From an optimization exercise on the open Yosys and OpenROAD flow, aimed at small area; shortcuts taken in it are not production practice.
RTL that was checked went through simulation tests only; none was proved equivalent to the original.
Only the layout flow was run in run 1; the RTL was not checked for function there.
Power figures rest on the tool's default switching activity, not on a simulated workload.

==> flow/config.mk <==
export PLATFORM = sky130hd
export DESIGN_NAME = top
export DESIGN_NICKNAME = top
export VERILOG_FILES = /design/flow/design.v
export SDC_FILE = /design/flow/constraint.sdc
export NUM_CORES = 4
export LEC_CHECK = 0
export CAP_MARGIN = 20
export CORE_MARGIN = 2
export CORE_UTILIZATION = 40
export CTS_BUF_LIST = sky130_fd_sc_hd__clkbuf_8
export SLEW_MARGIN = 20
==> flow/constraint.sdc <==
create_clock -name core_clock -period 40.0 [get_ports {fastclk}]
set_input_delay 8.0000 -clock core_clock [delete_from_list [all_inputs] [get_ports {fastclk}]]
set_output_delay 8.0000 -clock core_clock [all_outputs]
set_load 0.01 [all_outputs]
==> flow/design.v <==
module pwm_led(
    input  wire        clk,
    input  wire        rstn,
    output wire        rst,      
    input  wire        upd,      
    input  wire [2:0]  lvl_n,    
    input  wire [14:0] p_n,      
    output wire [3:0]  leds
);
    reg [14:0] pwm;
    reg pe;
    reg on;
    assign rst = !rstn || !on;
    wire pwm_end = (pwm == 15'd24999);
    always @(posedge clk) begin
        if (!rstn) begin
            on <= 1'b0;
            {pe, pwm} <= 16'd1;
        end else if (!on) begin
            {pe, pwm} <= {pe, pwm} + 16'd1;
            if ({pe, pwm} == 16'hFFFF) on <= 1'b1;
        end else
            pwm <= pwm_end ? 15'd0 : pwm + 15'd1;
    end
    reg rst_d;
    reg [2:0]  lvl;
    reg [14:0] p;
    always @(posedge clk) begin
        rst_d <= rst;
        if (rst_d) begin
            lvl <= 3'd0;
            p <= 15'd0;
        end else if (upd) begin
            lvl <= lvl_n;
            p <= p_n;
        end
    end
    wire full = !pwm_end;
    wire part = (pwm < p);
    assign leds[0] = (lvl > 3'd0) ? full : (lvl == 3'd0) & part;
    assign leds[1] = (lvl > 3'd1) ? full : (lvl == 3'd1) & part;
    assign leds[2] = (lvl > 3'd2) ? full : (lvl == 3'd2) & part;
    assign leds[3] = (lvl > 3'd3) ? full : (lvl == 3'd3) & part;
endmodule
module top(
    input wire fastclk,  
    input wire rstn,
    input wire sda_in,   
    output reg sda_t,    
    output reg scl_t,    
    output wire [3:0] led
);
    localparam [2:0] S_GAP = 3'd0, S_START = 3'd1, S_P = 3'd2, S_H = 3'd3,
                     S_A = 3'd4, S_STOP = 3'd5, S_REP = 3'd6;
    localparam [1:0] T_W00 = 2'b00, T_R13 = 2'b01, T_R1E = 2'b11, T_W0B = 2'b10;
    wire rst;
    reg [2:0] state;
    reg rx;               
    reg [6:0] cnt;        
    reg [9:0] gap;
    localparam [9:0] G_1 = 10'd1, G_501 = 10'd694, G_1001 = 10'd712;
    wire [9:0] gap_n = {gap[8:0], ~(gap[9] ^ gap[6])};
    reg [2:0] bitidx;
    reg [1:0] pos;        
    reg [1:0] txn;
    reg big;              
    reg [9:0]  sh;        
    reg [9:0]  r_w;
    reg [14:0] p_w;
    reg [2:0]  lvl_w;
    reg c;                
    reg w;                
    reg cy;               
    reg lc;               
    reg act;              
    wire rd = txn[0];
    wire c0   = (cnt == 7'd0);
    wire c31  = (cnt == 7'd31);
    wire c62  = (cnt == 7'd62);
    wire c124 = (cnt == 7'd124);
    wire c25  = (cnt == 7'd25);
    wire p0 = (pos == 2'd0), p1 = (pos == 2'd1), p2 = pos[1];
    reg txbit;
    always @* begin
        case (bitidx)
            3'd6: txbit = p0 | (p2 & rd);
            3'd4: txbit = p0 | rd;
            3'd3: txbit = p1 & txn[1];
            3'd2: txbit = p1 & txn[1] & txn[0];
            3'd1: txbit = p0 | (p2 & rd) | (p1 & (txn != T_W00));
            3'd0: txbit = p2 | (p1 & (txn[1] ^ txn[0]));
            default: txbit = 1'b0;
        endcase
    end
    wire ack2 = rx && !pos[0] && txn[1];  
    wire gap_end = (gap == G_1001);
    wire [1:0] fld = cnt[5:4];
    wire [3:0] j = cnt[3:0];
    wire fend = fld[1] ? (j == 4'd14) : (j == 4'd9);
    wire win = act && !cnt[6] && (fld != 2'd3) && (fld[1] ? (j != 4'd15) : (j <= 4'd9));
    reg k1, l1, k2, l2;
    always @* begin
        l1 = (j == 4'd6) || (j == 4'd8);                                
        k1 = c ? l1 : (j == 4'd1) || (j == 4'd2) || (j == 4'd4) ||
                      (j == 4'd5) || (j == 4'd6) || (j == 4'd7);        
        l2 = (j == 4'd1) || (j == 4'd6) || (j == 4'd7) || (j == 4'd9) ||
             (j == 4'd10) || (j == 4'd11) || (j == 4'd12);              
        k2 = w ? l2 : (j == 4'd0) || (j == 4'd3) || (j == 4'd5) || (j == 4'd6);  
    end
    wire ka = (fld == 2'd0) | (fld[0] ? k1 : k2);
    wire la = fld[0] ? l1 : l2;
    wire a = sh[0];
    wire sum = a ^ ka ^ cy;
    wire cyo = (a & ka) | (a & cy) | (ka & cy);
    wire lco = (sum & la) | (sum & lc) | (la & lc);
    always @(posedge fastclk) begin
        if (rst) begin
            state <= S_GAP;
            cnt <= 7'd0;
            gap <= G_501;
            bitidx <= 3'd7;
            txn <= T_W00;
            sda_t <= 1'b1;
            scl_t <= 1'b1;
        end else begin
            cnt <= c124 ? 7'd0 : cnt + 7'd1;
            case (state)
                S_GAP: begin
                    if (c0) begin
                        if (gap_end) begin
                            gap <= 10'd0;
                            pos <= 2'd0;
                            rx <= 1'b0;
                            state <= S_START;
                            cnt <= 7'd0;
                        end else gap <= gap_n;
                    end
                end
                S_START: begin
                    if (c0) sda_t <= 1'b0;
                    if (c124) state <= S_P;
                end
                S_P: begin
                    if (c0) begin
                        scl_t <= 1'b0;
                        sda_t <= rx | txbit;
                    end
                    if (c124) state <= S_H;
                end
                S_H: begin
                    if (c0) scl_t <= 1'b1;
                    if (c124) begin
                        scl_t <= 1'b0;
                        bitidx <= bitidx - 3'd1;
                        state <= (bitidx == 3'd0) ? S_A : S_P;
                    end
                end
                S_A: begin
                    if (c0) begin
                        sda_t <= !ack2;
                        if (ack2) big <= |sh[7:2];
                    end
                    if (c31) scl_t <= 1'b1;
                    if (c124) begin
                        scl_t <= 1'b0;
                        state <= S_P;
                        if (rx) begin
                            if (ack2) pos <= 2'd3;
                            else state <= S_STOP;
                        end else if (pos == 2'd0) begin
                            pos <= 2'd1;
                        end else if (pos == 2'd1) begin
                            if (rd) state <= S_STOP;
                            else pos <= 2'd2;
                        end else begin
                            if (rd) rx <= 1'b1;
                            else state <= S_STOP;
                        end
                    end
                end
                S_STOP: begin
                    if (c0) begin
                        scl_t <= 1'b1;
                        sda_t <= 1'b0;
                    end
                    if (c31) begin
                        sda_t <= 1'b1;
                        cnt <= 7'd0;
                        if (pos == 2'd1) begin
                            pos <= 2'd2;
                            state <= S_REP;
                        end else begin
                            state <= S_GAP;
                            txn[0] <= !txn[1];
                            txn[1] <= txn[0] & (txn[1] | (sh[7:0] != 8'd0));
                        end
                    end
                end
                default: begin  
                    if (c25) begin
                        sda_t <= 1'b0;
                        cnt <= 7'd0;
                        state <= S_P;
                    end else gap <= gap_n;
                end
            endcase
        end
        if (state == S_H && c62 && rx)
            sh <= {sh[8:0], sda_in};
        else if (win)
            {p_w, r_w, sh} <= {sum, p_w, r_w, sh[9:1]};
        if (txn == T_R1E) begin
            p_w <= 15'd0;
            r_w <= 10'd475;
            lvl_w <= 3'd0;
            c <= 1'b0;
            w <= 1'b0;
            cy <= 1'b0;
        end else if (win) begin
            cy <= fend ? (fld[0] & c) : cyo;
            lc <= (fld == 2'd0) ? 1'b0 : lco;
            if (fend && fld[0]) c <= lco;
            if (fend && fld[1]) begin
                w <= lco;
                lvl_w <= lvl_w + {2'd0, w};
            end
        end
        if (c124)
            act <= (txn == T_W0B) && (big || (sh > 10'd50)) && !lvl_w[2];
    end
    wire upd = (state == S_GAP) && (txn == T_W00) && (cnt == 7'd1) && (gap == G_1) &&
               !(!big && sh == 10'h014);
    pwm_led u_bar (
        .clk   (fastclk),
        .rstn  (rstn),
        .rst   (rst),
        .upd   (upd),
        .lvl_n (lvl_w),
        .p_n   (p_w),
        .leds  (led)
    );
endmodule
==> flow/run.sh <==
#!/bin/bash
# synth_recipe.tcl (not shown) runs the flow's synth.tcl, then flattens the netlist and writes it again
# the make line also repeats each setting of config.mk as NAME=value (left out here)
make -C /OpenROAD-flow-scripts/flow DESIGN_CONFIG=/design/flow/config.mk WORK_HOME=/design/flow/orfs CLKGATE_MAP_FILE= SYNTH_SCRIPT=/design/flow/synth_recipe.tcl finish
==> results of run 1 <==
==> final cells by class <==
type / count / share of cell area
repair buffers: 13 / 0.0192
clock buffers: 9 / 0.0202
multi-input cells: 471 / 0.504
flip-flops and latches: 110 / 0.385
well taps: 180 / 0.0367
inverters: 34 / 0.0208
clock inverters: 7 / 0.0133
==> synth_stat cells, drive strengths merged, types with 16 or more instances <==
master  number  area share
a21oi       31       0.027
inv         34       0.022
buf         16       0.019
nor2        79       0.052
mux2i       31       0.054
nand2       87       0.057
ha          29       0.063
clkbuf      19       0.013
o21ai       21       0.018
edfxtp      16       0.084
dfxtp       94        0.33
==> metal layers <==
metal  global-route usage  part of all wire
met5                    0                 0
met3               0.0449             0.034
met4               0.0440             0.011
met1                0.225              0.49
met2                0.257              0.46
==> worst paths after layout <==
| check | startpoint | to | slack (ns) | depth (start not counted) |
|---|---|---|---|---|
| worst max-delay path | u_bar.pwm[4]$_SDFF_PN0_ | led[3] | 29.17 | 7 |
| worst max register to register | cnt[2]$_SDFF_PP0_ | cnt[4]$_SDFF_PP0_ | 37.21 | 5 |
| worst min register to register | r_w[3]$_SDFFE_PN1P_ | r_w[2]$_SDFFE_PN0P_ | 0.46 | 2 |
| worst min-delay path | r_w[3]$_SDFFE_PN1P_ | r_w[2]$_SDFFE_PN0P_ | 0.46 | 2 |
==> cells by family after synthesis <==
| group | synth area share |
|---|---|
| adders and majority gates | 0.0686 |
| buffers and inverters | 0.0537 |
| muxes | 0.0738 |
| and+or+nand+nor | 0.225 |
| xor gates and xnor gates | 0.0321 |
| AOI/OAI and AO/OA | 0.134 |
| DFF | 0.412 |
==> through the flow <==
stage | hold WS (ns) | cell area (µm²) | total power [µW] | utilization
5_1_grt | 0.494 | 6130 | 194 | 0.440
4_1_cts | 0.469 | 6120 | 189 | 0.439
2_1_floorplan | 0.432 | 5730 | 117 | -
3_3_place_gp | 0.443 | 5910 | 119 | 0.424
3_5_place_dp | 0.452 | 5910 | 119 | 0.424
6_report | 0.463 | 6130 | 186 | 0.440
==> registers in the layout, indices dropped and copies added (netlist names), 2 cells and up <==
register and count:
p_w 15, u_bar.p 15, u_bar.pwm 15, gap 10
r_w 10, sh 10, cnt 7, bitidx 3
lvl_w 3, state 3, u_bar.lvl 3, pos 2
txn 2
==> power groups by stage <==
stage               Clock (µW)  Sequential [µW]  Combinational, µW
floorplan                    0              115               2.34
global placement             0              115               3.52
detailed placement           0              115               3.65
CTS                       72.7              113               3.68
global route              77.3              113               4.04
finish                    70.4              113               3.58
==> worst max-delay path: cells and delay by family, from the launching register on <==
kind                     cells  cell delay (ns)
AO/OA/AOI/OAI                5             1.15
buffers and inverters        1             0.58
flip-flops                   1             0.44
adder cells (fa/ha/maj)      1             0.28
==> cell usage in the layout (no fill, tap or decap), drive strengths merged, types with 3 or more instances in the layout <==
cell	n
nor4bb	4
or4	4
o22ai	5
nor3	11
a31oi	3
nor3b	4
buf	5
a21boi	4
nand3	9
inv	37
nand2	87
o21ai	21
xor2	10
a21oi	31
and3	6
clkbuf	9
xnor2	11
nor4	9
clkdlybuf4s50	8
o311ai	3
nor2	79
ha	29
o211ai	4
mux2	10
mux2i	31
nand3b	11
dfxtp	94
and2	6
edfxtp	16
nand2b	9
a211oi	10
nand4	9
a211o	3
nor2b	6
or3	4
o31ai	7
==> flow_summary.json, run 1 <==
{
  "final-setup-viol-count": 0,
  "synthesis.nets": 683,
  "crit_fanout": 6,
  "cts.htree.levels": 3,
  "grt_first_pass_wirelength_um": 20000,
  "max-cap-violations": 0,
  "seq_area_frac_synth": 0.412,
  "synth.ff_latch_count": 110,
  "crit_path_cell_chain": "ha_1, a21o_1, a211o_1, a41oi_1, o31ai_1, o31ai_1, clkdlybuf4s50_1",
  "detail_route.wl_per_cell_um": 14.3,
  "power.density_cell_area_nw_per_um2": 30.4,
  "max-clock-path-buffers": 2,
  "post-route-period-util": 0.271,
  "clockPowerShare": 0.377,
  "ios": 9,
  "globalRoute.totalOverflow": 0,
  "clk_pin_slew_worst_paths_ns": 0.11,
  "place.port_buffers": 8,
  "drt-vias-per-instance": 5.43,
  "cts_repair_resize_count": 0,
  "die_y_extent_um": 124,
  "grt_max_degree": 33,
  "detailedRoute.firstPassIterationCount": 5,
  "syn-instance-count": 650,
  "synth_warnings": 2,
  "switching_power_uw": 42.8,
  "setup.worst_path.start_class": "register",
  "post_synth_num_cell_types": 67,
  "placed_cells_incl_taps": 808,
  "run_status": "no timing/DRC/antenna violations",
  "floorplan.core_area_um2": 13900,
  "power_frac_seq": 0.603,
  "dpl.hpwl_um": 8340,
  "tritoncts": "built",
  "routed_wl_um": 11800,
  "initial_core_util": 0.411,
  "tns_ns": 0,
  "ff_latch_area_um2": 2360,
  "timing.final.max_slew_violations": 0,
  "chipWidth_um": 124,
  "syn_avg_cell_area_um2": 8.82,
  "worstMarginPinSlew_ns": 0.716,
  "share_of_final_layout_standard_cells_stronger_than_drive_strength_1": 0.0683,
  "finalWorstSetupSlack_ns": 29.17,
  "worst_path_most_repeated_cell": "sky130_fd_sc_hd__o31ai_1",
  "grtUsageTotal": 0.165,
  "die_area_um2": 15300,
  "postSynth.asyncResetShare": 0,
  "multiInputGateArea_um2": 3090,
  "cellInternalPower_uw": 144,
  "unrepaired_setup_endpoints_after_global_routing": "false",
  "final.fill_count": 1341,
  "drt_antenna_net_count": 0,
  "static_leakage_uw": 0.00230,
  "cts.root.buffer_cell": "sky130_fd_sc_hd__clkbuf_8",
  "most_used_dff_post_synth": "sky130_fd_sc_hd__dfxtp_1",
  "vdd_ir_drop_max_mv": 0.0153,
  "finalClockSkew_ns": 0.0117,
  "floorplan.rows": 43,
  "endpoint_kind": "output port",
  "timing.fmax_mhz": 92.3,
  "area_delta_synth_final_pct": 6.99,
  "initial_antenna_violation_count": 0,
  "vias_in_the_first_global_route": 4112,
  "timing.critical_path.arrival_ns": 2.83,
  "power.share.switching": 0.229,
  "clk_latency_ns": 0.39,
  "antenna-diode-count": 0,
  "worst_path_largest_cell_delay_ns": 0.58,
  "clock_buffer_count_from_cts": 9,
  "fin_nets": 672,
  "fin_cells": 824,
  "post_cts_setup_buffer_count": 0,
  "holdBufCountCts": 0,
  "timing_worst_setup_path_type": "reg2out",
  "number_of_flops_mapped_to_enable_cells_by_yosys": 16,
  "clkSinkCount": 110,
  "finalWorstPathRequiredPeriod_ns": 10.83,
  "worst-endpoint-required_ns": 32.00,
  "min-delay-path-class": "reg2reg",
  "globalplace.congestion": 0.825,
  "synth.cell_area_um2": 5730,
  "placement.setup.worst_slack_ns": 29.57,
  "routed-via-count": 4477,
  "power.share.combinational": 0.019,
  "timing.final.hold_violations": 0,
  "crit_path_top_delay_cell": "sky130_fd_sc_hd__clkdlybuf4s50_1",
  "number_of_remaining_drc_errors": 0,
  "drt_first_iter_violations": 251,
  "max_slew_margin": 0.519
}
==> run 2, diff against run 1 <==
--- a/flow/design.v
+++ b/flow/design.v
@@ -22,12 +22,10 @@
         end else
             pwm <= pwm_end ? 15'd0 : pwm + 15'd1;
     end
-    reg rst_d;
     reg [2:0]  lvl;
     reg [14:0] p;
     always @(posedge clk) begin
-        rst_d <= rst;
-        if (rst_d) begin
+        if (!on) begin
             lvl <= 3'd0;
             p <= 15'd0;
         end else if (upd) begin
@@ -63,7 +61,6 @@
     reg [2:0] bitidx;
     reg [1:0] pos;        
     reg [1:0] txn;
-    reg big;              
     reg [9:0]  sh;        
     reg [9:0]  r_w;
     reg [14:0] p_w;
@@ -73,6 +70,7 @@
     reg cy;               
     reg lc;               
     reg act;              
+    reg ip;               
     wire rd = txn[0];
     wire c0   = (cnt == 7'd0);
     wire c31  = (cnt == 7'd31);
@@ -107,9 +105,10 @@
              (j == 4'd10) || (j == 4'd11) || (j == 4'd12);              
         k2 = w ? l2 : (j == 4'd0) || (j == 4'd3) || (j == 4'd5) || (j == 4'd6);  
     end
-    wire ka = (fld == 2'd0) | (fld[0] ? k1 : k2);
+    wire k475 = (j != 4'd2) && (j != 4'd5) && (j != 4'd9);
+    wire ka = ip ? (fld == 2'd1) & k475 : (fld == 2'd0) | (fld[0] ? k1 : k2);
     wire la = fld[0] ? l1 : l2;
-    wire a = sh[0];
+    wire a = sh[0] & !(ip & (fld != 2'd0));
     wire sum = a ^ ka ^ cy;
     wire cyo = (a & ka) | (a & cy) | (ka & cy);
     wire lco = (sum & la) | (sum & lc) | (la & lc);
@@ -158,7 +157,6 @@
                 S_A: begin
                     if (c0) begin
                         sda_t <= !ack2;
-                        if (ack2) big <= |sh[7:2];
                     end
                     if (c31) scl_t <= 1'b1;
                     if (c124) begin
@@ -210,26 +208,28 @@
         else if (win)
             {p_w, r_w, sh} <= {sum, p_w, r_w, sh[9:1]};
         if (txn == T_R1E) begin
-            p_w <= 15'd0;
-            r_w <= 10'd475;
-            lvl_w <= 3'd0;
             c <= 1'b0;
             w <= 1'b0;
             cy <= 1'b0;
+            ip <= 1'b1;
+            if (state == S_A && c0 && ack2) lvl_w <= {|sh[7:2], 2'b00};
         end else if (win) begin
             cy <= fend ? (fld[0] & c) : cyo;
             lc <= (fld == 2'd0) ? 1'b0 : lco;
-            if (fend && fld[0]) c <= lco;
-            if (fend && fld[1]) begin
-                w <= lco;
-                lvl_w <= lvl_w + {2'd0, w};
+            if (fend && fld[1]) ip <= 1'b0;
+            if (!ip) begin
+                if (fend && fld[0]) c <= lco;
+                if (fend && fld[1]) begin
+                    w <= lco;
+                    lvl_w <= lvl_w + {2'd0, w};
+                end
             end
         end
         if (c124)
-            act <= (txn == T_W0B) && (big || (sh > 10'd50)) && !lvl_w[2];
+            act <= (txn == T_W0B) && (ip || ((sh > 10'd50) && !lvl_w[2]));
     end
     wire upd = (state == S_GAP) && (txn == T_W00) && (cnt == 7'd1) && (gap == G_1) &&
-               !(!big && sh == 10'h014);
+               !(!lvl_w[2] && sh == 10'h014);
     pwm_led u_bar (
         .clk   (fastclk),
         .rstn  (rstn),
==> run 2 against run 1 <==
Sequential power barely moved; routed wire length down 4.4%; critical path depth is the same; highest routed layer unchanged; register-to-register slack got worse by 0.48 ns; largest cell class unchanged; critical path type unchanged.
==> flow_summary.json, run 2 <==
{
  "final-setup-viol-count": 0,
  "endpoint_kind": "output port",
  "post_synth_num_cell_types": 62,
  "timing_worst_setup_path_type": "reg2out",
  "syn-instance-count": 571,
  "hold-path-cell-count": 0,
  "synth.ff_latch_count": 109,
  "clk_pin_slew_worst_paths_ns": 0.11,
  "yosysTopAreaCellShare": 0.237,
  "vdd_ir_drop_max_mv": 0.0139,
  "synth.most_common_cell": "sky130_fd_sc_hd__dfxtp_1",
  "tritoncts": "built",
  "initial_antenna_violation_count": 0,
  "timing.fmax_mhz": 92.5,
  "grtUsageTotal": 0.161,
  "rrSetupSlack_ns": 36.73,
  "worst-endpoint-required_ns": 32.00,
  "post_cts_setup_buffer_count": 0,
  "design_area_um2": 6020,
  "drt-vias-per-instance": 5.46,
  "floorplan.core_area_um2": 13700,
  "power.density_cell_area_nw_per_um2": 31.7,
  "worst_path_most_repeated_cell": "sky130_fd_sc_hd__a21oi_1",
  "most-common-layout-cells": "sky130_fd_sc_hd__dfxtp_1 (66), sky130_fd_sc_hd__nor2_1 (58), sky130_fd_sc_hd__edfxtp_1 (43)",
  "synth_top_cells_by_area": "sky130_fd_sc_hd__dfxtp_1 (24%), sky130_fd_sc_hd__edfxtp_1 (23%), sky130_fd_sc_hd__ha_1 (6.5%)",
  "cts_repair_resize_count": 0,
  "place.port_buffers": 8,
  "finalWorstPathRequiredPeriod_ns": 10.81,
  "postPlaceCellArea_um2": 5810,
  "initial_core_util": 0.406,
  "worst_path_largest_cell_delay_ns": 0.56,
  "routed-via-count": 4109,
  "postSynth.asyncResetShare": 0,
  "mostFrequentLayoutCell": "sky130_fd_sc_hd__dfxtp_1",
  "timing.final.max_slew_violations": 0,
  "grt_max_degree": 26,
  "globalplace.congestion": 0.855,
  "clkSinkCount": 109,
  "reg2reg_to": "w$_SDFFE_PP0P_",
  "most_used_dff_post_synth": "sky130_fd_sc_hd__dfxtp_1",
  "timing.reg2reg.worst_path_depth": 10,
  "worstReg2RegStart": "cnt[0]$_SDFF_PP0_",
  "cts.htree.levels": 3,
  "number_of_flops_mapped_to_enable_cells_by_yosys": 43,
  "max_slew_margin": 0.354,
  "timing.hold.worst_endpoint": "r_w[6]$_DFFE_PP_",
  "detailedRoute.firstPassIterationCount": 5,
  "crit_path_top_delay_cell": "sky130_fd_sc_hd__clkdlybuf4s50_1",
  "holdBufCountCts": 0,
  "syn_avg_cell_area_um2": 9.76,
  "static_leakage_uw": 0.00200,
  "die_area_um2": 14900,
  "seq_area_frac_synth": 0.469,
  "timing.final.hold_violations": 0,
  "die_y_extent_um": 122,
  "chipWidth_um": 122,
  "vias_in_the_first_global_route": 3885,
  "fin_nets": 601,
  "max-cap-violations": 0,
  "min_from": "r_w[7]$_DFFE_PP_",
  "grt_first_pass_wirelength_um": 19000,
  "share_of_final_layout_standard_cells_stronger_than_drive_strength_1": 0.0750,
  "detail_route.wl_per_cell_um": 15.0,
  "clk_latency_ns": 0.39,
  "ios": 9,
  "synthesis.nets": 604,
  "dpl.hpwl_um": 7980,
  "tns_ns": 0,
  "floorplan.rows": 43,
  "drt_antenna_net_count": 0,
  "globalRoute.totalOverflow": 0,
  "max-clock-path-buffers": 2,
  "synthTopCellsByCount": "sky130_fd_sc_hd__dfxtp_1 (66), sky130_fd_sc_hd__nor2_1 (58), sky130_fd_sc_hd__edfxtp_1 (43)",
  "area_delta_synth_final_pct": 7.97,
  "yosysTopAreaCell": "sky130_fd_sc_hd__dfxtp_1",
  "min-delay-path-class": "reg2reg",
  "number_of_remaining_drc_errors": 0,
  "post-route-period-util": 0.270,
  "setup.worst_path.start_class": "register",
  "clock_buffer_count_from_cts": 9,
  "finalClockSkew_ns": 0.0137,
  "timing.critical_path.arrival_ns": 2.81,
  "worstMarginPinSlew_ns": 0.968,
  "routed_wl_um": 11300,
  "synth_warnings": 2,
  "cts.root.buffer_cell": "sky130_fd_sc_hd__clkbuf_8",
  "drt_first_iter_violations": 307,
  "crit_fanout": 6,
  "crit_path_cell_chain": "ha_1, a21oi_1, a21oi_1, o41ai_1, o2111ai_1, o21ai_0, clkdlybuf4s50_1",
  "run_status": "no timing/DRC/antenna violations",
  "unrepaired_setup_endpoints_after_global_routing": "false",
  "synth.cell_area_um2": 5570,
  "antenna-diode-count": 0
}
## run 2: cell types whose count changed after synthesis, sizes merged, moves of 4 or more
cell	delta
a31oi	+4
and2	-4
buf	-10
dfxtp	-28
edfxtp	+27
mux2i	-4
nand2	-46
nand3	+16
nand3b	-7
nand4	-5
nor2	-21
nor2b	+22
nor4bb	-4
## run 2: worst max-delay path by stage
| stage | start | end | slack, ns |
|---|---|---|---|
| floorplan | u_bar.pwm[6]$_SDFF_PN0_ | led[2] | 30.18 |
| global placement | u_bar.pwm[3]$_SDFF_PN0_ | led[2] | 29.69 |
| detailed placement | u_bar.pwm[4]$_SDFF_PN0_ | led[2] | 29.60 |
| CTS | u_bar.pwm[2]$_SDFF_PN0_ | led[2] | 29.13 |
| global route | u_bar.pwm[2]$_SDFF_PN0_ | led[2] | 28.93 |
| finish | u_bar.pwm[2]$_SDFF_PN0_ | led[2] | 29.19 |
## run 2: kinds of logic (layout without fill, tap and decap cells)
group	Yosys count	in the layout	synth area share
flip-flops	109	109	0.469
AO/OA/AOI/OAI	95	95	0.111
adder cells (fa/ha/maj)	31	31	0.0705
buffers and inverters	58	60	0.0424
multiplexers	39	39	0.0727
XOR/XNOR	22	22	0.0346
AND/OR/NAND/NOR	217	217	0.200
## run 2: critical path: cells and delay by family, from the launching register on
family | cells | cell delay (ns)
AOI/OAI and AO/OA | 5 | 1.14
adders and majority gates | 1 | 0.28
buffers and inverters | 1 | 0.56
DFF | 1 | 0.44
## run 2: final cells by class
type                       instances  area, µm²
fill                            1320       7700
multi-input combinational        404       2740
sequential                       109       2610
tap                              180        225
clock buffer                       9        124
inverter                          32        120
timing repair buffer              12        110
clock inverter                     7       88.8
## run 2: routing by layer
layer	wire length [µm]	vias to the layer above	share of wire	GRT usage
li1	-	2032	-	-
met1	5690	1991	0.51	0.227
met2	5020	73	0.45	0.243
met3	368	13	0.033	0.0304
met4	186	0	0.017	0.0661
met5	0	-	0	0
## run 2: power by group
part	total (µW)	switching [µW]	internal, µW	leakage [µW]
Clock	71.7	41.2	30.5	0.000109
Combinational	3.55	1.80	1.75	0.000999
Sequential	115	0.469	115	0.000893
Total	191	43.5	147	0.00200
## run 2: metrics by stage
stage	util	power (µW)	setup slack [ns]	hold slack [ns]	instances
after global placement	0.423	121	29.69	0.402	737
after global routing	0.439	198	28.93	0.439	753
final	0.439	191	29.19	0.421	753
after CTS	0.439	193	29.13	0.423	753
after detailed placement	0.423	121	29.60	0.406	737
after floorplan	-	120	30.18	0.400	571

what the ideal ports hide:
No port has a modelled driver above. Below, the same layouts with a new extraction and two added sets of constraints.
Step 1 assumes that a clkbuf_16 drives the clock port and a buf_2 every other input.
Step 2 moves the port delays by t, midway between the first and last clock arrival at a register: inputs arrive t later, outputs are due t later. That takes back most of the time a late clock gives input paths.
Three values: ideal, step 1, step 2; two values: the first two.
run | t, ns | setup slack, ns | worst setup path after step 2 | slew at the worst register clock pin (ns)
run 1 | 0.417 | 29.169 / 29.133 / 29.550 | register to output | 0.11 / 0.11
run 2 | 0.420 | 29.190 / 29.152 / 29.573 | register to output | 0.11 / 0.11
After both steps setup and hold are still met in every run listed.
